Background: an optimization exercise with open tools, aiming at small area and a short achievable clock period. Do not read the settings as production practice.
At most, simulation tests tie the RTL to the original design; equivalence was not proved.
Power is estimated from default activity; no workload was simulated.

Setup of run 1:
Design best_offset_prefetcher, start of the top module:
module best_offset_prefetcher #(
	parameter	WIDTH		= 64,
	parameter	TAG_WIDTH	= 12,
	parameter	UP_NUM_SET	= 8,
	parameter	UP_NUM_ASSO	= 0
) (
	input		logic					clk,
	input		logic					rst,
	input		logic	[WIDTH - 1:0]	up_address_i,
	input		logic					up_miss_i,
	input		logic					up_valid_i,
	input		logic					up_prefetched_i,
	input		logic					lo_ready_i,
	output		logic	[WIDTH - 1:0]	lo_prefetch_address_o,
	output		logic					lo_prefetch_valid_o
);
Size in the first run: ~140 I/O pins, about 0.029 mm² of cells after synthesis.
==> flow/config.mk <==
export PLATFORM = sky130hd
export DESIGN_NAME = best_offset_prefetcher
export DESIGN_NICKNAME = best_offset_prefetcher
export VERILOG_FILES = /design/flow/design.v
export SDC_FILE = /design/flow/constraint.sdc
export NUM_CORES = 4
export LEC_CHECK = 0
export CAP_MARGIN = 20
export CORE_MARGIN = 2
export CORE_UTILIZATION = 65
export CTS_CLUSTER_DIAMETER = 80
export CTS_CLUSTER_SIZE = 24
export PLACE_DENSITY = 0.9
export SLEW_MARGIN = 20
export SYNTH_HIERARCHICAL = 1
export SYNTH_MINIMUM_KEEP_SIZE = 0
==> flow/constraint.sdc <==
create_clock -name core_clock -period 17.0 [get_ports {clk}]
set_input_delay 3.4000 -clock core_clock [delete_from_list [all_inputs] [get_ports {clk}]]
set_output_delay 3.4000 -clock core_clock [all_outputs]
set_load 0.01 [all_outputs]
standard.sh (not shown) runs the stock make flow with config.mk's settings and CLKGATE_MAP_FILE= SYNTH_SCRIPT=/design/flow/synth_recipe.tcl, a recipe that flattens the netlist after the stock synthesis.
==> flow/flow/run.sh <==
#!/bin/bash
# Layout: the standard flow (standard.sh) with these changes to how it is
# made:
#  - Yosys leaves adders to ABC instead of mapping them to ha/fa cells first
#    (ADDER_MAP_FILE empty);
#  - the port buffers that buffer_ports inserts are buf_2 cells;
#  - timing repair works towards a setup slack of 12.6 ns, not 0;
#  - clock tree synthesis clusters up to 24 sinks within 80 um per leaf
#    buffer and adds no dummy loads;
#  - the constant outputs share one tie cell (no tie fanout repair).
set -euo pipefail
bash standard.sh "ADDER_MAP_FILE=" \
	"BUFFER_PORTS_ARGS=-buffer_cell sky130_fd_sc_hd__buf_2" \
	"SETUP_SLACK_MARGIN=12.6" \
	"CTS_ARGS=-sink_clustering_enable -repair_clock_nets -sink_clustering_size 24 -sink_clustering_max_diameter 80 -dont_use_dummy_load" \
	"SKIP_REPAIR_TIE_FANOUT=1" \
	finish > standard_flow.log 2>&1
No stage failed in run 1, and the final checks on the layout all came back clean.
Edits applied to the flow inputs when going from run 1 to run 2:
Settings: PLACE_DENSITY changed from 0.9 to 0.75.
Notes after the runs:
- As of run 2, total wire length after detailed routing had fallen by a little under 10% compared to run 1.
- The minimum clock period after layout number comes out higher for run 1 vs run 2.
- Run 2 ends up with a count of cells resized by post-cts repair that is about 1.3% higher than in run 1.
- When run 2 is measured against run 1, its average vias per placed instance turns out 6.0% lower.
- Against run 1, run 2 reports a via count that is lower.
- On overall power of the completed layout, the lower figure sits with run 2, not run 1.
- | worst setup slack | lower: run 1 |
Input-level comparison between run 3 and run 2:
Settings: a deleted PLACE_DENSITY that had been 0.75.
[summary]
- Taking run 2 as the reference, in run 3 area growth from synthesis to layout now sits lower, design area now sits lower, per-cell routed wire length now sits higher, global-route usage now sits higher, sum of internal, switching and leakage power now sits at about the same level.
- Of run 3 and run 2, the lower number of vias per cell belongs to run 3.
- Length of routed met3 wiring, run 3 vs run 2: down by more than 10%
- Between run 2 and run 3, the flow reports multi-input gate area in the final layout increasing slightly.
- Run 2 has a higher via count than run 3.
- Going from run 2 to run 3, sequential power flat, peak clock frequency supported by timing flat.
- Run 3 completed end to end with timing, DRC and antenna clean.
- Looking at layer with the highest usage after global routing, the met2 result is from run 2; the met1 one comes from run 3.
Modified inputs, run 4 compared to run 3
diff --git a/flow/flow/run.sh b/flow/flow/run.sh
--- a/flow/flow/run.sh
+++ b/flow/flow/run.sh
@@ -8 +8 @@
-#  - clock tree synthesis clusters up to 24 sinks within 80 um per leaf
+#  - clock tree synthesis clusters up to 28 sinks within 100 um per leaf
@@ -15 +15 @@
-	"CTS_ARGS=-sink_clustering_enable -repair_clock_nets -sink_clustering_size 24 -sink_clustering_max_diameter 80 -dont_use_dummy_load" \
+	"CTS_ARGS=-sink_clustering_enable -repair_clock_nets -sink_clustering_size 28 -sink_clustering_max_diameter 100 -dont_use_dummy_load" \
==> comparison <==
- Run 4: core utilization 0.38 points below run 3
- As far as die area is concerned, run 4 and run 3 perform about the same.
- Number of optimization iterations in the first detailed-route pass ended up 1 higher on run 4 than on run 3.
- Run 4 against run 3: fraction of area in multi-input gates saw little to no change; cell area went down by 0.55%; total power down about 2.7%.
- The via density per instance in run 4 sits about 0.54% above the value recorded for run 3.
- Run 4 against run 3: sequential share of layout area higher; layout overhead on the synthesized area lower.

========
== ember ==
The RTL this note starts from:
==> flow/design.v <==
module bank (
	input	logic			clk,
	input	logic			clr,
	input	logic			we,
	input	logic	[5:0]	waddr,
	input	logic	[5:0]	wdata,
	input	logic	[5:0]	raddr,
	output	logic	[5:0]	rdata
);
	logic	[6*64-1:0]	mem;
	logic	[5:0]		dbus;
	assign dbus = wdata & {6{~clr}};
	genvar i;
	generate
		for (i = 0; i < 64; i++) begin : g_entry
			always_ff @(posedge clk) begin
				if (clr || (we && waddr == i))
					mem[6*i +: 6] <= dbus;
			end
		end
	endgenerate
	assign rdata = mem[6*raddr +: 6];
endmodule
module best_offset_prefetcher #(
	parameter	WIDTH		= 64,
	parameter	TAG_WIDTH	= 12,
	parameter	UP_NUM_SET	= 8,
	parameter	UP_NUM_ASSO	= 0
) (
	input		logic					clk,
	input		logic					rst,
	input		logic	[WIDTH - 1:0]	up_address_i,
	input		logic					up_miss_i,
	input		logic					up_valid_i,
	input		logic					up_prefetched_i,
	input		logic					lo_ready_i,
	output		logic	[WIDTH - 1:0]	lo_prefetch_address_o,
	output		logic					lo_prefetch_valid_o
);
	localparam int NOFF = 46;
	function automatic logic [5:0] mag_of(logic [4:0] k);
		case (k)
			0: mag_of = 40;  1: mag_of = 36;  2: mag_of = 32;  3: mag_of = 30;
			4: mag_of = 24;  5: mag_of = 20;  6: mag_of = 18;  7: mag_of = 16;
			8: mag_of = 15;  9: mag_of = 14; 10: mag_of = 13; 11: mag_of = 12;
			12: mag_of = 11; 13: mag_of = 10; 14: mag_of = 9; 15: mag_of = 8;
			16: mag_of = 7;  17: mag_of = 6;  18: mag_of = 5; 19: mag_of = 4;
			20: mag_of = 3;  21: mag_of = 2;  default: mag_of = 1;
		endcase
	endfunction
	function automatic logic [11:0] off12(logic [5:0] i);
		logic [11:0] m;
		m = {6'd0, mag_of(i[5:1])};
		off12 = i[0] ? m : -m;
	endfunction
	function automatic logic [6:0] add6(logic [5:0] a, logic [5:0] b, logic ci);
		logic [5:0] g, p, gg, pp;
		logic [6:0] c;
		g = a & b;
		p = a ^ b;
		gg[0] = g[0] | (p[0] & ci);
		pp[0] = 1'b0;
		for (int k = 1; k < 6; k++) begin
			gg[k] = g[k];
			pp[k] = p[k];
		end
		gg[1] = gg[1] | (pp[1] & gg[0]);
		gg[3] = gg[3] | (pp[3] & gg[2]);  pp[3] = pp[3] & pp[2];
		gg[5] = gg[5] | (pp[5] & gg[4]);  pp[5] = pp[5] & pp[4];
		gg[2] = gg[2] | (pp[2] & gg[1]);
		gg[3] = gg[3] | (pp[3] & gg[1]);
		gg[4] = gg[4] | (pp[4] & gg[3]);
		gg[5] = gg[5] | (pp[5] & gg[3]);
		c[0] = ci;
		for (int k = 0; k < 6; k++)
			c[k + 1] = gg[k];
		add6 = {c[6], p ^ c[5:0]};
	endfunction
	function automatic logic [5:0] inc6(logic [5:0] a);
		inc6 = a ^ {&a[4:0], &a[3:0], &a[2:0], &a[1:0], a[0], 1'b1};
	endfunction
	function automatic logic [5:0] dec6(logic [5:0] a);
		dec6 = a ^ {~|a[4:0], ~|a[3:0], ~|a[2:0], ~|a[1:0], ~a[0], 1'b1};
	endfunction
	logic	[5:0]	cur;			 
	logic	[6:0]	round_q;		 
	logic			qd;				 
	logic			qr;				 
	logic			clr_d;			 
	logic	[4:0]	cmax_q;			 
	logic	[5:0]	best_q;			 
	logic	[4:0]	nm_p;			 
	logic	[5:0]	nbo_p;			 
	logic			pnd;			 
	logic	[5:0]	ra_lo;			 
	logic			ra_inc, ra_dec;	 
	logic	[5:0]	a_hi;			 
	logic			r0d;			 
	logic	[5:0]	po;				 
	logic	[7:0]	pt;				 
	logic			wr_en;			 
	logic	[5:0]	wr_lo;
	logic			wr_inc, wr_dec;
	logic			rst_d;
	logic	[12:0]	out_a;
	logic			out_v;
	logic	[4:0]	ring [NOFF];
	logic	[5:0]	a_hi_inc, a_hi_dec;
	assign a_hi_inc = inc6(a_hi);
	assign a_hi_dec = dec6(a_hi);
	logic	[5:0]	rd_tag, ra_hi, wr_hi;
	assign ra_hi = ra_inc ? a_hi_inc : ra_dec ? a_hi_dec : a_hi;
	assign wr_hi = wr_inc ? a_hi_inc : wr_dec ? a_hi_dec : a_hi;
	bank rr_table (
		.clk	(clk),
		.clr	(rst_d),
		.we		(wr_en),
		.waddr	(wr_lo),
		.wdata	(wr_hi),
		.raddr	(ra_lo),
		.rdata	(rd_tag)
	);
	logic hitp;
	assign hitp = pnd & (ra_hi == 6'd0 || rd_tag == ra_hi);
	logic			last, end_c;
	logic	[11:0]	cur_off;
	logic	[4:0]	s0;
	logic	[5:0]	s1;
	logic	[4:0]	c0;
	logic			ge0, ge1;
	logic	[4:0]	nm0, nm1, nm;
	logic	[5:0]	nbo0, nbo1, nbo;
	logic			eol0, eol1, eol;
	logic	[5:0]	newpo0, newpo1, newpo;
	logic	[4:0]	tl, tl1;
	assign last		= cur == NOFF - 1;
	assign end_c	= round_q == 7'd99;
	assign cur_off	= off12(cur);
	assign s0		= (round_q == 7'd0) ? 5'd0 : (qd ? ring[1] : ring[0]);
	assign s1		= {1'b0, s0} + 6'd1;
	assign c0		= clr_d ? 5'd0 : cmax_q;
	assign ge0		= s1 >= {1'b0, c0};
	assign nm0		= ge0 ? s1[4:0] : c0;
	assign nbo0		= ge0 ? cur_off[5:0] : best_q;
	assign eol0		= last && (nm0 == 5'd31 || end_c);
	assign newpo0	= (nm0 <= 5'd1) ? 6'd0 : nbo0;
	assign ge1		= s1 >= {1'b0, nm_p};
	assign nm1		= ge1 ? s1[4:0] : nm_p;
	assign nbo1		= ge1 ? cur_off[5:0] : nbo_p;
	assign eol1		= last && (nm1 == 5'd31 || end_c);
	assign newpo1	= (nm1 <= 5'd1) ? 6'd0 : nbo1;
	assign nm		= hitp ? nm1 : nm0;
	assign nbo		= hitp ? nbo1 : nbo0;
	assign eol		= hitp ? eol1 : eol0;
	assign newpo	= hitp ? newpo1 : newpo0;
	assign tl		= r0d ? 5'd0 : ring[0];
	assign tl1		= tl + 5'd1;
	logic	hit, q;
	assign hit	= ~up_miss_i & up_valid_i;
	assign q	= ~hit | pt[up_address_i[62:60]];
	logic	[6:0]	rs, ws, os;
	logic	[5:0]	oh, oh1;
	assign rs	= add6(up_address_i[5:0], ~cur_off[5:0], 1'b1);
	assign ws	= add6(up_address_i[5:0], ~po, 1'b1);
	assign os	= add6(up_address_i[57:52], po, 1'b0);
	assign oh	= up_address_i[63:58];
	assign oh1	= inc6(oh);
	always_ff @(posedge clk) begin
		cmax_q	<= hitp ? nm_p : c0;
		best_q	<= hitp ? nbo_p : best_q;
		nm_p	<= nm;
		nbo_p	<= nbo;
		r0d		<= round_q == 7'd0;
		rst_d	<= rst;
		qr		<= q;
		ra_lo	<= rs[5:0];
		ra_inc	<= cur_off[11] & rs[6];
		ra_dec	<= ~cur_off[11] & ~rs[6];
		wr_lo	<= ws[5:0];
		wr_inc	<= po[5] & ws[6];
		wr_dec	<= ~po[5] & ~ws[6];
		a_hi	<= up_address_i[11:6];
		if (rst) begin
			cur		<= '0;
			round_q	<= '0;
			qd		<= 1'b0;
			clr_d	<= 1'b1;
			pnd		<= 1'b0;
			po		<= '0;
			pt		<= '0;
			wr_en	<= 1'b0;
			out_a	<= '0;
			out_v	<= 1'b0;
		end else begin
			if (q) begin
				cur		<= last ? 6'd0 : cur + 6'd1;
				round_q	<= eol ? 7'd0 : last ? round_q + 7'd1 : round_q;
				if (eol)
					po	<= newpo;
			end
			qd		<= q;
			clr_d	<= q & eol;
			pnd		<= q & up_valid_i & ~eol;
			if (hit)
				pt[up_address_i[62:60]] <= up_prefetched_i;
			wr_en	<= up_prefetched_i | po == 6'd0;
			if (q && po != 6'd0 && lo_ready_i) begin
				out_a	<= {os[6] & (&oh), os[6] ? oh1 : oh, os[5:0]};
				out_v	<= 1'b1;
			end
		end
	end
	genvar i;
	generate
		for (i = 0; i < NOFF; i++) begin : g_ring
			always_ff @(posedge clk) begin
				if (qr)
					ring[i] <= (i == NOFF - 1) ? (hitp ? tl1 : tl) : ring[(i + 1) % NOFF];
			end
		end
	endgenerate
	assign lo_prefetch_address_o	= {{(WIDTH - 13){1'b0}}, out_a};
	assign lo_prefetch_valid_o		= out_v;
endmodule
clock: 17.0 ns
lec_check: 0
cap_margin: 20
core_margin: 2
core_utilization: 65
cts_cluster_diameter: 100
cts_cluster_size: 30
slew_margin: 20
run.sh (not shown) runs the stock make flow with config.mk's settings and CLKGATE_MAP_FILE= SYNTH_SCRIPT=/design/flow/synth_recipe.tcl, a recipe that flattens the netlist after the stock synthesis.
Stock flow here: none of the scripts above is used.
Modified inputs, maple compared to ember
--- a/flow/config.mk
+++ b/flow/config.mk
@@ -9,3 +9,3 @@
 export CORE_MARGIN = 2
-export CORE_UTILIZATION = 65
+export CORE_UTILIZATION = 40
 export CTS_CLUSTER_DIAMETER = 100
--- outcome ---
- ember → maple: number of vias after detailed routing stayed essentially flat; fraction of area in non-clock buffers was more or less identical.
- ember → maple: final cell area excluding filler cells +510 µm²; global-route usage -8.6 points; clock network fraction of total power +0.9 points.
No run of this note included a check of the RTL's function; only the layout flow was run.

port drivers added, routing unchanged:
The results above use ideal ports. As a check the final layouts listed here were re-extracted and re-timed, cells and wires unchanged. Step 1 (the two cells are an assumption about what drives the block):
set clk [get_ports {clk}]
set_driving_cell -lib_cell sky130_fd_sc_hd__clkbuf_16 $clk
set_driving_cell -lib_cell sky130_fd_sc_hd__buf_2 [delete_from_list [all_inputs] $clk]
Step 2 times the ports against the registers' clock, not the clock port: input delays grow and output delays shrink by t, the midpoint of the rising clock arrivals with the driver on. a / b / c = ideal ports / drivers / drivers and shift; a / b = the first two.
| run | t (ns) | slack for setup (ns) | hold slack, ns | cell pins on the clock port's net |
|---|---|---|---|---|
| run 1 | 0.625 | 12.536 / 12.491 / 11.890 | 0.390 / 0.390 / 0.390 | 1 |
| run 2 | 0.608 | 12.621 / 12.564 / 12.024 | 0.369 / 0.369 / 0.369 | 1 |
| run 3 | 0.614 | 12.624 / 12.566 / 12.029 | 0.423 / 0.423 / 0.423 | 1 |
| run 4 | 0.651 | 12.526 / 12.466 / 12.009 | 0.421 / 0.421 / 0.421 | 1 |
| ember | 0.651 | 10.381 / 10.418 / 9.767 | 0.423 / 0.423 / 0.423 | 1 |
| maple | 0.680 | 10.623 / 10.654 / 9.974 | 0.423 / 0.423 / 0.423 | 1 |
After both steps setup and hold are still met in every run listed. For maple, which loses most, drivers alone change the setup slack by +0.031 ns; drivers and shift together by -0.649 ns.
